From an optimization exercise on the open Yosys and OpenROAD flow, aimed at small area; shortcuts taken in it are not production practice.
The RTL was checked by simulation tests, not by an equivalence proof against the original design.
No driver is modelled on the clock port, so clocking that relies on it looks cheaper here than on a real chip.
No activity file was given, so power comes from the tool's default toggle rates.

`flow/flow/clock_fix.tcl`:
```
# Sourced at the end of ORFS cts.tcl (POST_CTS_TCL hook). CTS builds the tree from
# clkbuf_4; here each clock buffer whose loads would see a slew over the limit below
# (with placement parasitics) becomes a clkbuf_8, then the placement is legalized again.
set limit_ps 80.0
estimate_parasitics -placement
set block [ord::get_db_block]
set up 0
foreach inst [$block getInsts] {
  if {[[$inst getMaster] getName] ne "sky130_fd_sc_hd__clkbuf_4"} continue
  set out [$inst findITerm X]
  set net [$out getNet]
  if {$net eq "NULL" || [$net getSigType] ne "CLOCK"} continue
  set worst 0.0
  foreach it [$net getITerms] {
    if {[$it isOutputSignal]} continue
    set pin [get_pins "[[$it getInst] getName]/[[$it getMTerm] getName]"]
    foreach e {rise fall} {
      set s [expr {[sta::time_ui_sta [get_property $pin slew_max_$e]] * 1e12}]
      if {$s > $worst} { set worst $s }
    }
  }
  if {$worst > $limit_ps} {
    replace_cell [$inst getName] sky130_fd_sc_hd__clkbuf_8
    incr up
    puts "clock_fix: [$inst getName] slew [format %.1f $worst] ps -> clkbuf_8"
  }
}
puts "clock_fix: upsized $up clock buffers"
if {$up > 0} {
  detailed_placement
  check_placement -verbose
  estimate_parasitics -placement
}
set worst 0.0
foreach pin [all_registers -clock_pins -edge_triggered] {
  foreach e {rise fall} {
    set s [expr {[sta::time_ui_sta [get_property $pin slew_max_$e]] * 1e12}]
    if {$s > $worst} { set worst $s }
  }
}
puts "clock_fix: worst flip-flop clock slew now [format %.1f $worst] ps"
```
`flow/constraint.sdc`:
```
create_clock -name core_clock -period 10.0 [get_ports {clk}]
set_input_delay 2.0000 -clock core_clock [delete_from_list [all_inputs] [get_ports {clk}]]
set_output_delay 2.0000 -clock core_clock [all_outputs]
set_load 0.01 [all_outputs]
```
`flow/standard.sh`:
```
#!/bin/bash
# synth_recipe.tcl (not shown) runs the flow's synth.tcl, then flattens the netlist and writes it again
# the make line also repeats each setting of config.mk as NAME=value (left out here)
make -C /OpenROAD-flow-scripts/flow DESIGN_CONFIG=/design/flow/config.mk WORK_HOME=/design/flow/orfs CLKGATE_MAP_FILE= SYNTH_SCRIPT=/design/flow/synth_recipe.tcl "${@:-finish}"
```
`flow/config.mk`:
```
export PLATFORM = sky130hd
export DESIGN_NAME = rc522
export DESIGN_NICKNAME = rc522
export VERILOG_FILES = /design/flow/design.v
export SDC_FILE = /design/flow/constraint.sdc
export NUM_CORES = 4
export LEC_CHECK = 0
export ABC_AREA = 1
export CAP_MARGIN = 20
export CORE_MARGIN = 2
export CORE_UTILIZATION = 70
export SLEW_MARGIN = 20
```
`flow/design.v`:
```
module spi (
    input               clk,
    input               rst_n,
    input               miso,
    input               tx_en,       
    input               tx_bit,
    input               rx_en,       
    input               rx_xor,      
    output reg          mosi,
    output reg  [7:0]   rx
);
    always @(posedge clk) begin
        if (rx_en)
            rx <= {rx[6:0], miso ^ (rx_xor & rx[7])};
    end
    always @(posedge clk or negedge rst_n) begin
        if (!rst_n)
            mosi <= 1'b0;
        else if (tx_en)
            mosi <= tx_bit;
    end
endmodule
module rc522 (
    input               clk,
    input               rst_n,
    input               miso,
    output              sclk,
    output              mosi,
    output              cs_n,
    output              rst,
    output reg [31:0]   UID,
    output              card_OK,
    output              RGB1_B,
    output              RGB1_G,
    output              RGB1_R,
    output              RGB2_B,
    output              RGB2_G,
    output              RGB2_R
);
    reg [9:0]   cb;
    wire [9:0]  c = ~cb;
    reg [8:0]   s;
    reg [2:0]   retry;
    reg         ok;
    wire [7:0]  rx;
    wire        step = (c == 10'd1020);
    wire        last = s[8] & s[7] & s[6] & s[5] & s[4] & s[2] & s[0];
    reg         act;
    always @(*) begin
        case (s)
            51,52,53,54,55,56,57,58,59,60,61,
            63,64,65,66,67,68,69,
            71,
            74,75,76,77,78,79,
            84,86,88,90,92,94: act = 1'b1;
            default:           act = 1'b0;
        endcase
    end
    wire [15:0] w;
    assign w[0] = (~s[4] & ~s[2] & s[1] & s[0]) | (~s[4] & ~s[2] & ~s[1] & ~s[0]) | (s[3] & ~s[2] & s[1] & s[0]) | (s[5] & ~s[2] & ~s[1] & ~s[0]) | (~s[4] & ~s[3] & s[2] & ~s[1] & s[0]) | (s[4] & ~s[3] & s[2] & s[1] & s[0]) | (s[4] & s[3] & s[2] & ~s[1] & s[0]);
    assign w[1] = (~s[3] & ~s[2] & ~s[0]) | (~s[4] & ~s[2] & s[1] & s[0]) | (s[4] & s[2] & ~s[1] & s[0]) | (~s[3] & s[2] & ~s[1] & s[0]) | (s[5] & ~s[2] & ~s[1] & ~s[0]);
    assign w[2] = (~s[4] & ~s[3] & ~s[0]) | (~s[3] & s[2] & ~s[1] & s[0]) | (~s[4] & s[2] & s[1] & ~s[0]) | (~s[4] & ~s[3] & ~s[2] & s[1]) | (s[4] & s[3] & ~s[2] & s[1] & s[0]);
    assign w[3] = (s[4] & s[3] & ~s[2] & s[0]) | (~s[4] & ~s[3] & ~s[1] & ~s[0]) | (~s[4] & s[2] & s[1] & ~s[0]) | (s[4] & ~s[3] & s[2] & s[1] & s[0]);
    assign w[4] = (s[3] & ~s[2] & s[1] & s[0]) | (~s[4] & ~s[2] & ~s[1] & ~s[0]);
    assign w[5] = (~s[3] & ~s[2] & ~s[0]) | (s[4] & s[3] & ~s[2] & s[0]) | (s[4] & ~s[3] & s[2] & s[0]) | (~s[4] & s[3] & ~s[1] & ~s[0]);
    assign w[6] = (s[5] & ~s[2] & ~s[1] & s[0]) | (~s[4] & ~s[2] & ~s[1] & ~s[0]) | (s[5] & s[3] & s[1] & ~s[0]);
    assign w[7] = (~s[2] & ~s[1] & s[0]) | (~s[4] & s[3] & ~s[2]) | (s[5] & ~s[3] & s[2] & s[1]) | (~s[5] & s[3] & s[1] & s[0]) | (~s[4] & ~s[3] & ~s[1] & s[0]);
    assign w[8] = 1'b0;
    assign w[9] = (~s[5] & s[3] & s[2]) | (s[4] & s[3] & s[1]) | (s[3] & ~s[2] & s[0]) | (~s[4] & s[2] & ~s[1]) | (~s[4] & ~s[3] & ~s[2] & s[1]) | (~s[5] & s[4] & ~s[2]) | (~s[5] & s[4] & s[1]) | (s[4] & s[2] & s[1] & s[0]) | (s[5] & ~s[3] & ~s[1] & ~s[0]);
    assign w[10] = (s[5] & ~s[3] & s[1]) | (s[4] & ~s[3] & ~s[1] & ~s[0]) | (~s[4] & ~s[2] & ~s[1] & s[0]) | (~s[4] & s[3] & ~s[2] & ~s[0]);
    assign w[11] = (~s[4] & s[2] & s[0]) | (s[5] & s[3] & ~s[1]) | (s[5] & s[3] & ~s[0]) | (s[2] & ~s[1] & s[0]) | (~s[4] & ~s[2] & ~s[1] & ~s[0]) | (~s[5] & ~s[3] & s[1] & s[0]);
    assign w[12] = (~s[5] & s[4]) | (~s[5] & ~s[2] & s[1]) | (~s[4] & ~s[1] & s[0]) | (s[5] & ~s[2] & ~s[1]) | (s[4] & ~s[3] & s[2] & s[1]) | (~s[4] & s[3] & s[0]) | (~s[5] & s[3] & ~s[1]);
    assign w[13] = (s[5] & ~s[2] & s[1]) | (s[5] & s[2] & ~s[1] & ~s[0]) | (s[5] & s[3] & s[2] & ~s[1]);
    assign w[14] = (s[5] & ~s[2] & ~s[1]) | (s[5] & ~s[3] & s[2] & s[1]) | (s[5] & ~s[3] & ~s[1] & s[0]);
    assign w[15] = (~s[5] & s[4]) | (~s[5] & ~s[3] & s[2] & s[1]) | (s[5] & s[3] & s[2] & ~s[0]);
    wire [3:0]  k = c[8:5];
    wire        tx_bit = w[~k] | ((s[5:0] == 6'd61) & k[3] & rx[7]);
    wire        in_frame = act & ~c[9];
    assign sclk = in_frame & c[4];
    assign cs_n = ~(act & (~c[9] | (c[8:4] == 5'd0) | (&c)));
    spi spi_module (
        .clk    (clk),
        .rst_n  (rst_n),
        .miso   (miso),
        .tx_en  (in_frame & (c[4:0] == 5'd7)),
        .tx_bit (tx_bit),
        .rx_en  (in_frame & c[8] & (c[4:0] == 5'd14)),
        .rx_xor (s[3] & s[2] & s[1]),
        .mosi   (mosi),
        .rx     (rx)
    );
    always @(posedge clk or negedge rst_n) begin
        if (!rst_n) begin
            cb    <= 10'd2;
            s     <= 9'd0;
            retry <= 3'd0;
            UID   <= 32'd0;
        end else begin
            cb <= cb - 10'd1;
            if (step && s == 9'd72 && ~rx[5]) begin
                begin
                    retry <= {retry[1:0], ~retry[2]};
                    if (retry[2] & ~retry[1])
                        s     <= 9'd62;
                    else
                        s     <= 9'd70;
                end
            end else if (step && last)
                s <= 9'd62;
            else
                s <= s + {8'd0, step};
            if (step) begin
                case (s)
                    86: UID[31:24] <= rx;
                    88: UID[23:16] <= rx;
                    90: UID[15:8]  <= rx;
                    92: UID[7:0]   <= rx;
                    default: ;
                endcase
            end
        end
    end
    always @(posedge clk) begin
        if (step && s[4] && !s[3] && s[2] && !s[1] && !s[0])
            ok <= (rx == 8'd5);
        else if (step && s[5])
            ok <= ok & (rx == (UID[31:24] ^ UID[23:16] ^ UID[15:8]));
    end
    assign card_OK = ok & (s == 9'd97);
    assign rst     = ~(s == 9'd2);
    wire led = (s >= 9'd99) && !last;
    wire led1 = led & (UID == 32'h2359A629);
    wire led2 = led & (UID == 32'hF3F3A414);
    assign RGB1_B = led1;
    assign RGB1_G = led1;
    assign RGB1_R = led1;
    assign RGB2_B = led2;
    assign RGB2_G = led2;
    assign RGB2_R = led2;
endmodule
```
`flow/flow/area_opt.tcl`:
```
# Sourced by ORFS floorplan.tcl (POST_FLOORPLAN_TCL hook).
# 1. Re-map the combinational logic for area with OpenROAD's restructure (ABC inside);
#    registers are left as they are.
# 2. Remove synthesis buffers, then swap each cell for the smallest cell of its family
#    (same name but for the drive-strength suffix: same function and pins).
set rdir [file join $::env(OBJECTS_DIR) restructure]
file mkdir $rdir
set ::ao_dont_use {}
if {[info exists ::env(DONT_USE_CELLS)]} { set ::ao_dont_use $::env(DONT_USE_CELLS) }
proc area_opt_dont_use {name} {
  foreach p $::ao_dont_use { if {[string match $p $name]} { return 1 } }
  return 0
}
# restructure hands ABC the liberty file as it is, don't-use cells included, so give it a
# copy of the library without them.
set lib [file join $rdir lib_allowed.lib]
set fin [open [lindex $::env(LIB_FILES) 0] r]
set fout [open $lib w]
set skip 0
set depth 0
while {[gets $fin line] >= 0} {
  if {!$skip && [regexp {^\s*cell\s*\(\s*"?([A-Za-z0-9_]+)"?\s*\)} $line -> cname] && [area_opt_dont_use $cname]} {
    set skip 1
    set depth 0
  }
  if {$skip} {
    incr depth [expr {[string length $line] - [string length [string map {"\{" ""} $line]]}]
    incr depth [expr {[string length [string map {"\}" ""} $line]] - [string length $line]}]
    if {$depth <= 0 && [string first "\}" $line] >= 0} { set skip 0 }
    continue
  }
  puts $fout $line
}
close $fin
close $fout
puts "area_opt: area before restructure [format %.1f [expr {[rsz::design_area]*1e12}]]"
restructure -target area -liberty_file $lib \
  -tielo_port sky130_fd_sc_hd__conb_1/LO -tiehi_port sky130_fd_sc_hd__conb_1/HI \
  -work_dir $rdir -abc_logfile [file join $rdir abc.log]
puts "area_opt: area after restructure [format %.1f [expr {[rsz::design_area]*1e12}]]"

remove_buffers
set db [ord::get_db]
set block [ord::get_db_block]
array set fam {}
foreach l [$db getLibs] {
  foreach m [$l getMasters] {
    set n [$m getName]
    if {[$m getType] ne "CORE"} continue
    if {![regexp {^(sky130_fd_sc_hd__[a-z0-9]+)_([0-9]+)$} $n -> base drv]} continue
    set skip 0
    foreach p $::ao_dont_use { if {[string match $p $n]} { set skip 1 } }
    if {$skip} continue
    if {[llength [get_lib_cells $n]] == 0} continue
    lappend fam($base) [list [expr {[$m getWidth] * [$m getHeight]}] $n]
  }
}
set swapped 0
foreach inst [$block getInsts] {
  set m [$inst getMaster]
  set n [$m getName]
  if {![regexp {^(sky130_fd_sc_hd__[a-z0-9]+)_([0-9]+)$} $n -> base drv]} continue
  if {![info exists fam($base)]} continue
  set best [lindex [lsort -real -index 0 $fam($base)] 0]
  if {[lindex $best 0] < [$m getWidth] * [$m getHeight]} {
    replace_cell [$inst getName] [lindex $best 1]
    incr swapped
  }
}
puts "area_opt: swapped $swapped cells for smaller ones; area now [format %.1f [expr {[rsz::design_area]*1e12}]]"

# refuse to go on with a don't-use cell in the design
foreach inst [[ord::get_db_block] getInsts] {
  set n [[$inst getMaster] getName]
  foreach p $::ao_dont_use {
    if {[string match $p $n]} { error "area_opt: don't-use cell $n on [$inst getName]" }
  }
}
```
`flow/flow/run.sh`:
```
#!/bin/bash
set -euo pipefail
export POST_FLOORPLAN_TCL="$PWD/flow/area_opt.tcl"
export BUFFER_PORTS_ARGS="-buffer_cell sky130_fd_sc_hd__buf_1"
export CTS_ARGS="-sink_clustering_enable -repair_clock_nets -dont_use_dummy_load -buf_list sky130_fd_sc_hd__clkbuf_4"
export POST_CTS_TCL="$PWD/flow/clock_fix.tcl"
bash standard.sh > flow_make.log 2>&1
```
==> results.json, run 1 <==
{
  "criticalPathCategory": "register to output pin",
  "clkSlewWorstSetupHoldPaths_ns": 0.07,
  "layout_min_cycle_time_ns": 5.27,
  "crit_family": "buffers and inverters",
  "cts_tree": "yes",
  "ys_warn_count": 2,
  "ys_seq_elements": 64,
  "ys_top_cells_by_area": "dfrtp_1 34%, nand2_1 11%, edfxtp_1 6.7%, nand3_1 6.5%, nor2_1 5.1%",
  "cts.sink_count": 64,
  "cp_max_fo": 16,
  "setup.worst_path.end_class": "output pin",
  "netlist_instances": 517,
  "fmax_mhz": 190,
  "drcViolationCount": 0,
  "avgSynthCellArea_sq_um": 7.79,
  "finalHoldViolCount": 0,
  "synth_fp_nets": 526,
  "io_pins": 46,
  "track_usage_pct": 32.4,
  "first_pass_iters": 5,
  "drive_gt1_share_pct": 3.18,
  "critPathLaunchType": "register",
  "avgRoutedWirePerCell_um": 18.7,
  "fin_crit_sh_pct": 52.7,
  "finalSetupViolCount": 0,
  "p_per_area_nw_per_um2": 109,
  "p_leak_uw": 0.00135,
  "io_buffers": 45,
  "dieHeight_um": 79.9,
  "crit_arrival_ns": 3.27,
  "dp_hpwl_um": 6960,
  "cap_violations": 0,
  "worstMarginPinSlew_ns": 0.739,
  "drtIter0Drc": 399,
  "synth_edf_count": 9,
  "synth_top_family_by_area": "simple AND/OR/NAND/NOR gates",
  "areaGrowthSynthToFinish_pct": -5.81,
  "synth_compound_area_share_pct": 9.01,
  "worst-path-buf-inv": 3,
  "grt-ovfl-total": 0,
  "synth_top_area_cell": "dfrtp_1",
  "slowest_delay_ns": 0.64,
  "antenna_found_initial": 0,
  "maxSlewViolCount": 0,
  "synth_xor_area_share_pct": 6.52,
  "worstPathCellList": "clkinv_1 -> nor2_1 -> clkinv_1 -> a221oi_1 -> nor4_1 -> o21ai_0 -> or2_0 -> nor2_1 -> buf_1",
  "worst_clock_skew_ns": 0.0173,
  "ys_top_cells_by_count": "114 x nand2_1, 55 x nor2_1, 54 x dfrtp_1",
  "placed_cells_incl_taps": 503,
  "vdd_drop_max_uv": 83.7,
  "synth-adder-area-share_pct": 1.86,
  "diodes": 0,
  "core_area_sq_um": 5540,
  "post-place-ws_ns": 5.23,
  "async_flop_share_pct": 85.9,
  "critPathSlowestCell": "dfrtp_1",
  "start_util_pct": 72.7,
  "layout_setup_ws_ns": 4.73,
  "clk_latency_ns": 0.33,
  "viasPerCell": 6.73,
  "wl_um": 9580,
  "rsz0062_at_grt": "false",
  "muxShareOfSynthArea_pct": 0,
  "ys_types": 37,
  "min_path_type": "register to register",
  "nFillCells": 453,
  "rows": 27,
  "grt_max_degree": 56,
  "die-area_sq_um": 6380,
  "synth_top_area_share_pct": 33.6,
  "ant_nets": 0,
  "final.setup.tns_ns": 0,
  "grt_pass1_vias": 3068,
  "synth-simple-area-share_pct": 33.0,
  "gp_congestion": 0.923,
  "seq_area_frac_synth_pct": 40.9,
  "ys.flop_type": "dfrtp_1",
  "layout.nets": 445,
  "vias": 3448,
  "synth.most_common_cell": "nand2_1",
  "required_ns": 8.00,
  "grt_pass1_wl_um": 15700,
  "die_w_um": 79.9,
  "syn_area_sq_um": 4030,
  "max_slew_margin_pct": 50.5,
  "outcome": "complete, no violations",
  "final_cells": 512
}
[flip-flops by register name (all words and copies together) (netlist names)]
| signal | count |
|---|---|
| UID | 32 |
| retry | 3 |
| ok | 1 |
| spi_module.rx | 8 |
| spi_module.mosi | 1 |
| s | 9 |
| cb | 10 |
[logic make-up (layout without fill, tap and decap cells)]
logic type               Yosys count  in the layout
flip-flops                        64             64
adder cells (fa/ha/maj)            6              0
buffers and inverters             78            134
XOR/XNOR                          30              3
AO/OA/AOI/OAI                     63            132
AND/OR/NAND/NOR                  276            107
[report_power, final]
| group | internal [uW] | switching [uW] | total (uW) | leakage [uW] |
|---|---|---|---|---|
| Combinational | 0.562 | 4.28 | 4.84 | 0.000486 |
| Sequential | 263 | 0 | 263 | 0.000808 |
| Clock | 63.4 | 80.6 | 144 | 0.0000544 |
| Total | 327 | 84.9 | 412 | 0.00135 |
[path summary, 6_finish.rpt]
kind	startpoint	end	slack, ns	depth (start not counted)
worst min register to register	spi_module.mosi$_DFFE_PN0P_	spi_module.mosi$_DFFE_PN0P_	0.49	1
worst max-delay path	s[2]$_DFF_PN0_	sclk	4.73	9
max in group asynchronous	rst_n	UID[28]$_DFFE_PN0P_	7.75	2
worst min-delay path	spi_module.mosi$_DFFE_PN0P_	spi_module.mosi$_DFFE_PN0P_	0.49	1
worst max register to register	cb[5]$_DFF_PN0_	UID[17]$_DFFE_PN0P_	6.37	9
min in group asynchronous	rst_n	cb[2]$_DFF_PN0_	1.80	2
[layout make-up]
| cell class | count | area [sq um] | share of cell area, % |
|---|---|---|---|
| Sequential cell | 64 | 1650 | 43.4 |
| Timing Repair Buffer | 48 | 193 | 5.08 |
| Clock buffer | 9 | 98.8 | 2.61 |
| Tap cell | 72 | 90.1 | 2.37 |
| Inverter | 77 | 289 | 7.62 |
| Multi-Input combinational cell | 242 | 1480 | 38.9 |
[placed cells by master, fill, tap and decap left out, types with 4 or more instances in the layout]
cell,synthesis,final
dfrtp_1,54,54
nor3_1,10,13
a31oi_1,1,7
o211ai_1,0,4
edfxtp_1,9,9
clkbuf_4,0,4
a211oi_1,0,4
o2111ai_1,0,4
a22oi_1,0,5
o21ai_0,10,12
clkbuf_8,0,5
nor2_1,55,37
or3_1,0,4
o21a_1,0,4
nor4_1,9,7
a21oi_1,12,6
o221ai_1,0,4
clkinv_1,0,77
buf_1,0,44
nand3_1,52,9
o22ai_1,1,50
nand2_1,114,15
nand4_1,16,16
[through the flow]
step | cell area, sq um | total power [uW] | hold WS, ns | utilization, %
floorplan | 4030 | 269 | 0.456 | -
global placement | 3690 | 273 | 0.472 | 66.7
detailed placement | 3690 | 274 | 0.481 | 66.7
global route | 3790 | 425 | 0.520 | 68.5
finish | 3790 | 412 | 0.490 | 68.5
[per-layer routing]
| metal | track usage [%] | vias up | wire, um |
|---|---|---|---|
| li1 | - | 1579 | - |
| met1 | 49.1 | 1617 | 4340 |
| met2 | 45.2 | 229 | 4160 |
| met3 | 7.01 | 23 | 906 |
| met4 | 12.2 | 0 | 174 |
| met5 | 0 | - | 0 |
==> inputs of run 2 (changes only) <==
--- a/flow/flow/clock_fix.tcl
+++ b/flow/flow/clock_fix.tcl
@@ -1,6 +1,3 @@
-# Sourced at the end of ORFS cts.tcl (POST_CTS_TCL hook). CTS builds the tree from
-# clkbuf_4; here each clock buffer whose loads would see a slew over the limit below
-# (with placement parasitics) becomes a clkbuf_8, then the placement is legalized again.
-set limit_ps 80.0
+set limit_ps 95.0
 estimate_parasitics -placement
 set block [ord::get_db_block]
@@ -8,10 +5,11 @@
 foreach inst [$block getInsts] {
   if {[[$inst getMaster] getName] ne "sky130_fd_sc_hd__clkbuf_4"} continue
-  set out [$inst findITerm X]
-  set net [$out getNet]
+  set net [[$inst findITerm X] getNet]
   if {$net eq "NULL" || [$net getSigType] ne "CLOCK"} continue
   set worst 0.0
   foreach it [$net getITerms] {
     if {[$it isOutputSignal]} continue
+    # only flip-flop clock pins are limited
+    if {![string match "sky130_fd_sc_hd__*df*" [[[$it getInst] getMaster] getName]]} continue
     set pin [get_pins "[[$it getInst] getName]/[[$it getMTerm] getName]"]
     foreach e {rise fall} {
==> run 2 against run 1 <==
Still clean. Utilization decreased by 0.23 points. Total power is 2.8% lower. Synthesized cell count is the same. Fmax down 0.22%. Clock skew grew 0.0064 ns. Synthesized area is the same. Routed wire length down 1.3%. Critical path depth unchanged. Cell area is 0.33% lower. Cell count unchanged. Non-clock buffer count unchanged. Clock power shrank 8%. Largest cell class unchanged.
==> results.json, run 2 <==
{
  "ant_nets": 0,
  "die_w_um": 79.9,
  "synth_top_area_share_pct": 33.6,
  "vdd_drop_max_uv": 83.5,
  "final_common_cell": "clkinv_1",
  "finalHoldViolCount": 0,
  "diodes": 0,
  "die-area_sq_um": 6380,
  "ys_top_cells_by_area": "dfrtp_1 34%, nand2_1 11%, edfxtp_1 6.7%, nand3_1 6.5%, nor2_1 5.1%",
  "fin_crit_sh_pct": 52.9,
  "start_util_pct": 72.7,
  "drcViolationCount": 0,
  "largest_reg_flops": 32,
  "io_pins": 46,
  "grt_pass1_wl_um": 15600,
  "cap_violations": 0,
  "criticalPathCategory": "register to output pin",
  "crit_arrival_ns": 3.29,
  "wl_met1_um": 4240,
  "top_register": "UID",
  "first_pass_iters": 5,
  "synth_top_area_cell": "dfrtp_1",
  "async_flop_share_pct": 85.9,
  "stdcell_area_sq_um": 3780,
  "ys_warn_count": 2,
  "areaGrowthSynthToFinish_pct": -6.12,
  "setup.worst_path.end_class": "output pin",
  "dieHeight_um": 79.9,
  "dpl_cell_area_sq_um": 3690,
  "max_slew_margin_pct": 49.6,
  "ys_seq_elements": 64,
  "critPathLaunchType": "register",
  "reg_top3": "UID (32), cb (10), s (9)",
  "grt_max_degree": 56,
  "io_buffers": 45,
  "drtIter0Drc": 419,
  "switching_share_pct": 20.6,
  "avgRoutedWirePerCell_um": 18.5,
  "clkSlewWorstSetupHoldPaths_ns": 0.07,
  "required_ns": 8.00,
  "post-place-ws_ns": 5.23,
  "clockPowerShare_pct": 33.1,
  "syn_area_sq_um": 4030,
  "layout_min_cycle_time_ns": 5.29,
  "viasPerCell": 6.70,
  "outcome": "complete, no violations",
  "cts_tree": "yes",
  "nFillCells": 453,
  "worst_clock_skew_ns": 0.0237,
  "rsz0062_at_grt": "false",
  "synth.most_common_cell": "nand2_1",
  "avgSynthCellArea_sq_um": 7.79,
  "combPwrFrac_pct": 1.2,
  "netlist_instances": 517,
  "layout.nets": 445,
  "track_usage_pct": 32.3,
  "ys_types": 37,
  "wl_met2_um": 4080,
  "drive_gt1_share_pct": 3.18,
  "p_leak_uw": 0.00134,
  "synth_fp_nets": 526,
  "layout_setup_ws_ns": 4.71,
  "maxSlewViolCount": 0,
  "cts.sink_count": 64,
  "dp_hpwl_um": 6960,
  "power_frac_seq_pct": 65.7,
  "mostFrequentLayoutCells": "77 x clkinv_1, 54 x dfrtp_1, 50 x o22ai_1, 44 x buf_1, 37 x nor2_1",
  "vias": 3429,
  "rows": 27,
  "p_int_uw": 318,
  "cp_max_fo": 16,
  "ys.flop_type": "dfrtp_1",
  "min_path_type": "register to register",
  "fmax_mhz": 189,
  "wl_met3_um": 962,
  "wl_um": 9460,
  "ys_top_cells_by_count": "114 x nand2_1, 55 x nor2_1, 54 x dfrtp_1",
  "grt-ovfl-total": 0,
  "top_layer_used": "met4",
  "worstMarginPinSlew_ns": 0.753,
  "finalSetupViolCount": 0,
  "antenna_found_initial": 0,
  "synth_edf_count": 9,
  "power.switching_uw": 82.6,
  "seq_area_frac_synth_pct": 40.9,
  "final.setup.tns_ns": 0,
  "grt_pass1_vias": 3072,
  "gp_congestion": 0.923,
  "core_area_sq_um": 5540,
  "clk_latency_ns": 0.40,
  "p_per_area_nw_per_um2": 106
}
## run 2: cell types whose count changed in the layout (fill, tap and decap cells not counted)
| cell | change |
|---|---|
| clkbuf_4 | +2 |
| clkbuf_8 | -2 |
## run 2: through the flow
step | std cells | hold slack, ns | util [%] | power (uW)
after global routing | 512 | 0.520 | 68.2 | 415
after global placement | 503 | 0.472 | 66.7 | 273
after detailed placement | 503 | 0.481 | 66.7 | 274
final | 512 | 0.489 | 68.2 | 401
after floorplan | 517 | 0.456 | - | 269
## run 2: power by group through the flow
stage                     Clock [uW]  Sequential [uW]  Combinational (uW)
final                            133              263                4.84
after global routing             146              263                5.93
after detailed placement           0              268                5.20
after global placement             0              268                5.09
after floorplan                    0              268               0.120
## run 2: critical path: stages, from the launching register on
cell and delay (ns):
dfrtp_1 0.63, clkinv_1 0.48, nor2_1 0.38, clkinv_1 0.30, a221oi_1 0.35, nor4_1 0.07
o21ai_0 0.30, or2_0 0.21, nor2_1 0.05, buf_1 0.12
## run 2: worst paths after layout
kind	start	endpoint	slack (ns)	cells past startpoint
min reg2reg	spi_module.mosi$_DFFE_PN0P_	spi_module.mosi$_DFFE_PN0P_	0.49	1
min in group asynchronous	rst_n	UID[16]$_DFFE_PN0P_	1.73	2
max reg2reg	cb[5]$_DFF_PN0_	UID[18]$_DFFE_PN0P_	6.40	9
min	spi_module.mosi$_DFFE_PN0P_	spi_module.mosi$_DFFE_PN0P_	0.49	1
max in group asynchronous	rst_n	UID[2]$_DFFE_PN0P_	7.81	2
max	s[2]$_DFF_PN0_	sclk	4.71	9
## run 2: final cells by class
class                           count  area, sq um  area share (%)
Sequential cell                    64         1650            43.6
Multi-Input combinational cell    242         1480            39.0
Inverter                           77          289            7.64
Timing Repair Buffer               48          193            5.10
Tap cell                           72         90.1            2.38
Clock buffer                        9         86.3            2.28
## run 2: cell families (layout without fill, tap and decap cells)
family,count (synthesis),after routing,synth area share [%]
AOI/OAI and AO/OA,63,132,9.01
xor gates and xnor gates,30,3,6.52
adders and majority gates,6,0,1.86
buffers and inverters,78,134,8.70
DFF,64,64,40.9
and+or+nand+nor,276,107,33.0
## run 2: layer usage
metal | GRT usage (%) | vias to the layer above
met5 | 0 | -
met4 | 12.2 | 0
met3 | 7.01 | 26
met2 | 45.0 | 234
met1 | 49.0 | 1588
li1 | - | 1581
==> inputs of run 3 (changes only) <==
--- a/flow/config.mk
+++ b/flow/config.mk
@@ -9,4 +9,4 @@
 export CAP_MARGIN = 20
 export CORE_MARGIN = 2
-export CORE_UTILIZATION = 70
+export CORE_UTILIZATION = 80
 export SLEW_MARGIN = 20
==> run 3 against run 2 <==
Routed wire length hardly changed. Global-route usage is 4.1 points higher. Total power hardly changed. Combinational power is 1% higher. Synthesized cell count stayed put. Count of clock-buffer cells in the layout stayed put. Synthesized area stayed put. Clock skew is 0.0051 ns higher. Sequential share of layout area is 0.17 points higher. Largest cell class unchanged.
==> results.json, run 3 <==
{
  "critPathLaunchType": "register",
  "critPathSlowestCell": "dfrtp_1",
  "rows": 25,
  "ys_top_cells_by_area": "dfrtp_1 34%, nand2_1 11%, edfxtp_1 6.7%, nand3_1 6.5%, nor2_1 5.1%",
  "ys_top_cells_by_count": "114 x nand2_1, 55 x nor2_1, 54 x dfrtp_1",
  "maxSlewViolCount": 0,
  "first_pass_iters": 5,
  "min_path_type": "register to register",
  "max_slew_margin_pct": 52.7,
  "grt_pass1_vias": 3148,
  "grt_pass1_wl_um": 15100,
  "diodes": 0,
  "final_common_cell": "clkinv_1",
  "vdd_drop_max_uv": 125,
  "reg2regPathDepth": 9,
  "areaGrowthSynthToFinish_pct": -6.49,
  "largest_reg_flops": 32,
  "avgRoutedWirePerCell_um": 18.7,
  "nFillCells": 331,
  "fmax_mhz": 189,
  "whs_endpoint": "cb[0]$_DFF_PN0_",
  "p_per_area_nw_per_um2": 106,
  "synth.most_common_cell": "nand2_1",
  "gp_congestion": 0.968,
  "wl_um": 9470,
  "reg2reg_slack_ns": 6.48,
  "worst_clock_skew_ns": 0.0289,
  "io_pins": 46,
  "grt_max_degree": 56,
  "io_buffers": 45,
  "start_util_pct": 84.2,
  "synth_edf_count": 9,
  "criticalPathCategory": "register to output pin",
  "synth_top_area_cell": "dfrtp_1",
  "syn_area_sq_um": 4030,
  "cap_violations": 0,
  "clkSlewWorstSetupHoldPaths_ns": 0.07,
  "antenna_found_initial": 0,
  "worstPathCellList": "clkinv_1 -> nor2_1 -> clkinv_1 -> a221oi_1 -> nor4_1 -> o21ai_0 -> or2_0 -> nor2_1 -> buf_1",
  "mostFrequentLayoutCells": "77 x clkinv_1, 54 x dfrtp_1, 50 x o22ai_1, 44 x buf_1, 37 x nor2_1",
  "reg_top3": "UID (32), cb (10), s (9)",
  "die-area_sq_um": 5620,
  "finalHoldViolCount": 0,
  "required_ns": 8.00,
  "grt-ovfl-total": 0,
  "ys_warn_count": 2,
  "ant_nets": 0,
  "drcViolationCount": 0,
  "core_area_sq_um": 4790,
  "whs_path_depth": 1,
  "outcome": "complete, no violations",
  "ys.flop_type": "dfrtp_1",
  "p_leak_uw": 0.00134,
  "async_flop_share_pct": 85.9,
  "rsz0062_at_grt": "false",
  "crit_arrival_ns": 3.30,
  "dieHeight_um": 75.0,
  "slowest_delay_ns": 0.66,
  "worstHoldStart": "cb[0]$_DFF_PN0_",
  "vias": 3439,
  "cp_max_fo": 16,
  "layout.nets": 444,
  "viasPerCell": 6.80,
  "reg2reg_to": "UID[20]$_DFFE_PN0P_",
  "final.setup.tns_ns": 0,
  "netlist_instances": 517,
  "layout_min_cycle_time_ns": 5.30,
  "finalSetupViolCount": 0,
  "p_total_uw": 401,
  "ys_types": 37,
  "synth_top_area_share_pct": 33.6,
  "setup.worst_path.end_class": "output pin",
  "drive_gt1_share_pct": 3.19,
  "die_w_um": 75.0,
  "worstMarginPinSlew_ns": 0.705,
  "seq_area_frac_synth_pct": 40.9,
  "track_usage_pct": 36.4,
  "dp_hpwl_um": 6890,
  "drtIter0Drc": 683,
  "fin_crit_sh_pct": 53.0,
  "cp-startpoint": "s[2]$_DFF_PN0_",
  "cts_tree": "yes",
  "cts.sink_count": 64,
  "top_register": "UID",
  "synth_fp_nets": 526,
  "ys_seq_elements": 64,
  "clk_latency_ns": 0.42,
  "avgSynthCellArea_sq_um": 7.79,
  "rr_startpoint": "cb[6]$_DFF_PN0_"
}
-- run 3: changes by cell type in the layout (fill, tap and decap cells not counted) --
cell	previous run	this run
clkbuf_4	6	7
nor3_1	13	12
clkbuf_8	3	2
buf_4	3	2
nor3_2	0	1
-- run 3: power by group --
group / switching (uW) / leakage, uW / internal, uW
Clock: 82.7 / 0.0000466 / 50.1
Sequential: 0 / 0.000808 / 263
Combinational: 4.33 / 0.000481 / 0.563
-- run 3: final cells by class --
| cell class | instances | area, sq um | share of cell area (%) |
|---|---|---|---|
| Clock buffer | 9 | 80.1 | 2.13 |
| Inverter | 77 | 289 | 7.67 |
| Multi-Input combinational cell | 242 | 1480 | 39.3 |
| Sequential cell | 64 | 1650 | 43.8 |
| Tap cell | 67 | 83.8 | 2.23 |
| Timing Repair Buffer | 47 | 185 | 4.92 |
-- run 3: logic make-up after synthesis --
group	Yosys count	synth area share, %
buffers and inverters	78	8.70
flip-flops	64	40.9
AND/OR/NAND/NOR	276	33.0
adder cells (fa/ha/maj)	6	1.86
AO/OA/AOI/OAI	63	9.01
XOR/XNOR	30	6.52
-- run 3: through the flow --
stage | setup slack, ns | utilization (%) | cell area, sq um | instances | hold WS, ns
5_1_grt | 4.40 | 78.7 | 3770 | 506 | 0.518
3_3_place_gp | 5.40 | 76.9 | 3680 | 497 | 0.474
2_1_floorplan | 6.45 | - | 4030 | 517 | 0.456
3_5_place_dp | 5.26 | 76.9 | 3680 | 497 | 0.489
6_report | 4.70 | 78.7 | 3770 | 506 | 0.512
-- run 3: per-layer routing --
metal | vias up | track usage [%] | share of wire, %
li1 | 1589 | - | -
met1 | 1592 | 54.1 | 43
met2 | 227 | 49.6 | 43
met3 | 31 | 11.6 | 12
met4 | 0 | 14.5 | 2.4
met5 | - | 0 | 0
-- run 3: worst max path at each step --
stage / to / slack [ns] / cells after the start
2_1_floorplan: RGB2_G / 6.45 / 8
3_3_place_gp: sclk / 5.40 / 9
3_5_place_dp: sclk / 5.26 / 9
5_1_grt: sclk / 4.40 / 9
6_report: sclk / 4.70 / 9
-- run 3: worst max-delay path: cells and delay by family (launching register included) --
family / cells / cell delay [ns]
buffers and inverters: 3 / 0.90
AO/OA/AOI/OAI: 2 / 0.59
flip-flops: 1 / 0.66
AND/OR/NAND/NOR: 4 / 0.75

-- re-timing with driven ports --
How much do the figures lean on ideal ports? The routed layouts below were timed once more, with nothing changed but the port constraints.
Step 1 (the two cells are an assumption about what drives the block):
set clk [get_ports {clk}]
set_driving_cell -lib_cell sky130_fd_sc_hd__clkbuf_16 $clk
set_driving_cell -lib_cell sky130_fd_sc_hd__buf_2 [delete_from_list [all_inputs] $clk]
Step 2 adds t to the input delays and takes it off the output delays; t is the mean of the earliest and latest rising clock arrival at the registers after step 1. Input paths then give back, and output paths get back, about the clock's delay inside the block.
a / b / c = ideal / step 1 / step 2; a / b = the first two.
| run | t (ns) | setup WS [ns] | worst setup path at the end |
|---|---|---|---|
| run 1 | 0.353 | 4.726 / 4.697 / 5.050 | register to output |
| run 2 | 0.418 | 4.714 / 4.687 / 5.105 | register to output |
| run 3 | 0.430 | 4.698 / 4.671 / 5.101 | register to output |
After both steps setup and hold are still met in every run listed.
